This design comes from an exercise in tuning for a short achievable clock period and few clock cycles on the open sky130 flow, not from production work. At most, simulation tests tie the RTL to the original design; equivalence was not proved. No activity file was given, so power comes from the tool's default toggle rates.

==> flow/design.v (excerpt) <==
module core (
    input clk,
    input reset,
    output [11:0] imem_addr,
    input [15:0] imem_data,
    output wb_valid,
    output [2:0] wb_reg,
    output [15:0] wb_data
);
export LEC_CHECK = 0
export ABC_AREA = 1
export CAP_MARGIN = 20
export CORE_MARGIN = 2
export CORE_UTILIZATION = 40
export SETUP_SLACK_MARGIN = 4.1
export SLEW_MARGIN = 20
export TNS_END_PERCENT = 100
create_clock -name core_clock -period 6.0 [get_ports {clk}]
run.sh (not shown) runs the stock make flow with config.mk's settings and CLKGATE_MAP_FILE= SYNTH_SCRIPT=/design/flow/synth_recipe.tcl, a recipe that flattens the netlist after the stock synthesis.
Testbench counts at the start, summed over its fixed seeds: cycles 66,324.
Rerun with:
SETUP_SLACK_MARGIN = 3.5   (was 4.1)
The changed run ran to the end with no violations.
Cell area went down by roughly a tenth.
Synthesized cell count does not change.
Core utilization decreases by 7.6 points.
Rerun with:
SETUP_SLACK_MARGIN = 4.5   (was 3.5)
The changed run passed the timing, design-rule and antenna checks. Critical path depth climbs by 12. Power climbs by roughly a tenth. Flip-flop and latch count is unchanged. Sequential power climbs slightly. Clock power climbs by a few percent.


core, a different RTL version from the one above (not shown whole).
Size in the first run: roughly 620 flip-flops, about 30000 um^2 of cells after synthesis.
clock: 6.0 ns
lec_check: 0
cap_margin: 20
core_margin: 2
core_utilization: 40
setup_slack_margin: 3.3
slew_margin: 20
tns_end_percent: 100
The baseline passed the timing, design-rule and antenna checks.
==> next run, changes <==
Settings changed: CORE_UTILIZATION 40 to 30, SETUP_SLACK_MARGIN 3.3 to 3.5.
Worst hold slack is worse by 0.012 ns.
Worst setup slack is worse by 0.036 ns.
Cell area rose by a few percent.
Via count rose slightly.
Clock skew rose by 0.016 ns.
==> next run, changes <==
Settings changed: ABC_CLOCK_PERIOD_IN_PS from default to 2000, CORE_UTILIZATION 30 to 40.
After rerunning: First-iteration DRC count is higher by 7.2%; sequential power barely changes; via count is higher by 3.1%; power is higher by 0.62%; utilization is higher by 14 points; combinational power is higher by about 3%; fmax barely changes; count of clock-buffer cells in the layout is higher by 18; clock power is lower by about 3%.
No run of this note included a check of the RTL's function; only the layout flow was run.


core, a different RTL version from the one above (not shown whole).
Size: ~2,600 cells after synthesis, ~610 flip-flops, ~50 I/O pins.
==> flow/config.mk <==
export PLATFORM = sky130hd
export DESIGN_NAME = core
export DESIGN_NICKNAME = core
export VERILOG_FILES = /design/flow/design.v
export SDC_FILE = /design/flow/constraint.sdc
export NUM_CORES = 4
export LEC_CHECK = 0
export CAP_MARGIN = 20
export CORE_MARGIN = 2
export CORE_UTILIZATION = 40
export SETUP_SLACK_MARGIN = 3.5
export SLEW_MARGIN = 20
export TNS_END_PERCENT = 100
==> flow/constraint.sdc <==
create_clock -name core_clock -period 6.0 [get_ports {clk}]
set_input_delay 1.2000 -clock core_clock [delete_from_list [all_inputs] [get_ports {clk}]]
set_output_delay 1.2000 -clock core_clock [all_outputs]
set_load 0.01 [all_outputs]
standard.sh (not shown) runs the stock make flow with config.mk's settings and CLKGATE_MAP_FILE= SYNTH_SCRIPT=/design/flow/synth_recipe.tcl, a recipe that flattens the netlist after the stock synthesis.
==> flow/flow/run.sh <==
#!/bin/bash
# Layout flow: the standard layout (standard.sh), plus one more setup repair
# pass after global routing that only removes buffers, resizes and swaps pins.
set -euo pipefail
export POST_GLOBAL_ROUTE_TCL="$PWD/flow/post_grt.tcl"
bash standard.sh > standard.log 2>&1
==> flow/flow/post_grt.tcl <==
# extra setup repair on global-route parasitics, then reroute what changed
global_route -start_incremental
repair_timing -setup -setup_margin 3.5 -sequence "unbuffer,sizeup,swap" -verbose
detailed_placement
global_route -end_incremental
estimate_parasitics -global_routing
write_guides $::env(RESULTS_DIR)/route.guide
Then changed:
==> flow/run.sh (new file) <==
#!/bin/bash
# synth_recipe.tcl (not shown) runs the flow's synth.tcl, then flattens the netlist and writes it again
# the make line also repeats each setting of config.mk as NAME=value (left out here)
make -C /OpenROAD-flow-scripts/flow DESIGN_CONFIG=/design/flow/config.mk WORK_HOME=/design/flow/orfs CLKGATE_MAP_FILE= SYNTH_SCRIPT=/design/flow/synth_recipe.tcl finish
removed: flow/flow/run.sh
removed: flow/flow/post_grt.tcl
removed: flow/standard.sh
Clock skew went up by 0.0043 ns.
Combinational power went down by about 2%.
Critical path depth went up by 1.
Then changed:
SETUP_SLACK_MARGIN = 3.3   (was 3.5)
Effect:
- first-iteration DRC count falls by 17%
- global-route usage falls by 2.0 points
- combinational power falls by 17%
- worst setup slack loses 0.024 ns
- count of clock-buffer cells in the layout is unchanged
- via count falls by 6.9%
- non-clock buffer count falls by 185
- routed wire length falls by 10%
- hold slack barely changes
- core utilization falls by 4.2 points
- register-to-register slack loses 0.02 ns
Then changed:
==> flow/flow/run.sh (new file) <==
#!/bin/bash
# Layout flow: the standard layout (standard.sh), with setup repair told not
# to insert buffers (the sequence below has no "buffer" move).
set -euo pipefail
export SETUP_MOVE_SEQUENCE="unbuffer,sizeup,swap,clone,split"
bash standard.sh > standard.log 2>&1
==> flow/standard.sh (new file) <==
#!/bin/bash
# synth_recipe.tcl (not shown) runs the flow's synth.tcl, then flattens the netlist and writes it again
# the make line also repeats each setting of config.mk as NAME=value (left out here)
make -C /OpenROAD-flow-scripts/flow DESIGN_CONFIG=/design/flow/config.mk WORK_HOME=/design/flow/orfs CLKGATE_MAP_FILE= SYNTH_SCRIPT=/design/flow/synth_recipe.tcl "${@:-finish}"
SETUP_SLACK_MARGIN = 3.5   (was 3.3)
removed: flow/run.sh
Result: Design area shrinks slightly; global-route usage came out higher by 2.2 points; sequential power climbs by a few percent; die area stays the same; via count goes up slightly; synthesized area stays the same; register-to-register slack gets worse by 0.17 ns; synthesized cell count stays the same.
Function was not checked in any run of this note: the RTL went through the layout flow alone.

separate check: timing with driven ports:
The results above use ideal ports. As a check the final layouts listed here were re-extracted and re-timed, cells and wires unchanged. Step 1 (the two cells are an assumption about what drives the block):
set clk [get_ports {clk}]
set_driving_cell -lib_cell sky130_fd_sc_hd__clkbuf_16 $clk
set_driving_cell -lib_cell sky130_fd_sc_hd__buf_2 [delete_from_list [all_inputs] $clk]
Step 2 adds t to the input delays and takes it off the output delays; t is the mean of the earliest and latest rising clock arrival at the registers after step 1. Input paths then give back, and output paths get back, about the clock's delay inside the block. Slacks: ideal ports / drivers / drivers and shift; pairs: ideal ports / drivers.
run | shift t [ns] | setup WS [ns] | hold WS [ns] | latest minus earliest clock arrival (ns) | slew at the worst register clock pin (ns)
the first run of note 1 | 0.699 | 3.595 / 3.537 / 3.010 | 0.326 / 0.326 / 0.326 | 0.052 / 0.052 | 0.07 / 0.07
the second run of note 1 | 0.681 | 3.543 / 3.482 / 2.831 | 0.329 / 0.329 / 0.329 | 0.035 / 0.035 | 0.06 / 0.06
the third run of note 1 | 0.696 | 3.503 / 3.503 / 2.828 | 0.320 / 0.320 / 0.320 | 0.057 / 0.057 | 0.08 / 0.08
the first run of note 2 | 0.663 | 3.148 / 3.148 / 2.719 | 0.318 / 0.318 / 0.318 | 0.032 / 0.033 | 0.08 / 0.08
the second run of note 2 | 0.700 | 3.112 / 3.112 / 2.755 | 0.306 / 0.306 / 0.306 | 0.048 / 0.048 | 0.07 / 0.07
the third run of note 2 | 0.689 | 3.113 / 3.113 / 2.707 | 0.308 / 0.308 / 0.308 | 0.049 / 0.048 | 0.07 / 0.07
the first run of note 3 | 0.679 | 3.216 / 3.216 / 2.768 | 0.325 / 0.325 / 0.325 | 0.103 / 0.103 | 0.07 / 0.07
the second run of note 3 | 0.675 | 3.218 / 3.218 / 2.568 | 0.325 / 0.325 / 0.325 | 0.100 / 0.099 | 0.06 / 0.06
the third run of note 3 | 0.655 | 3.194 / 3.194 / 2.691 | 0.324 / 0.324 / 0.324 | 0.033 / 0.033 | 0.06 / 0.06
the fourth run of note 3 | 0.668 | 3.028 / 3.028 / 2.671 | 0.325 / 0.325 / 0.325 | 0.095 / 0.096 | 0.06 / 0.06
After both steps every run listed still meets setup and hold. The setup slack of the second run of note 1, which loses most, moves by -0.061 ns with the drivers and by -0.712 ns with both steps.
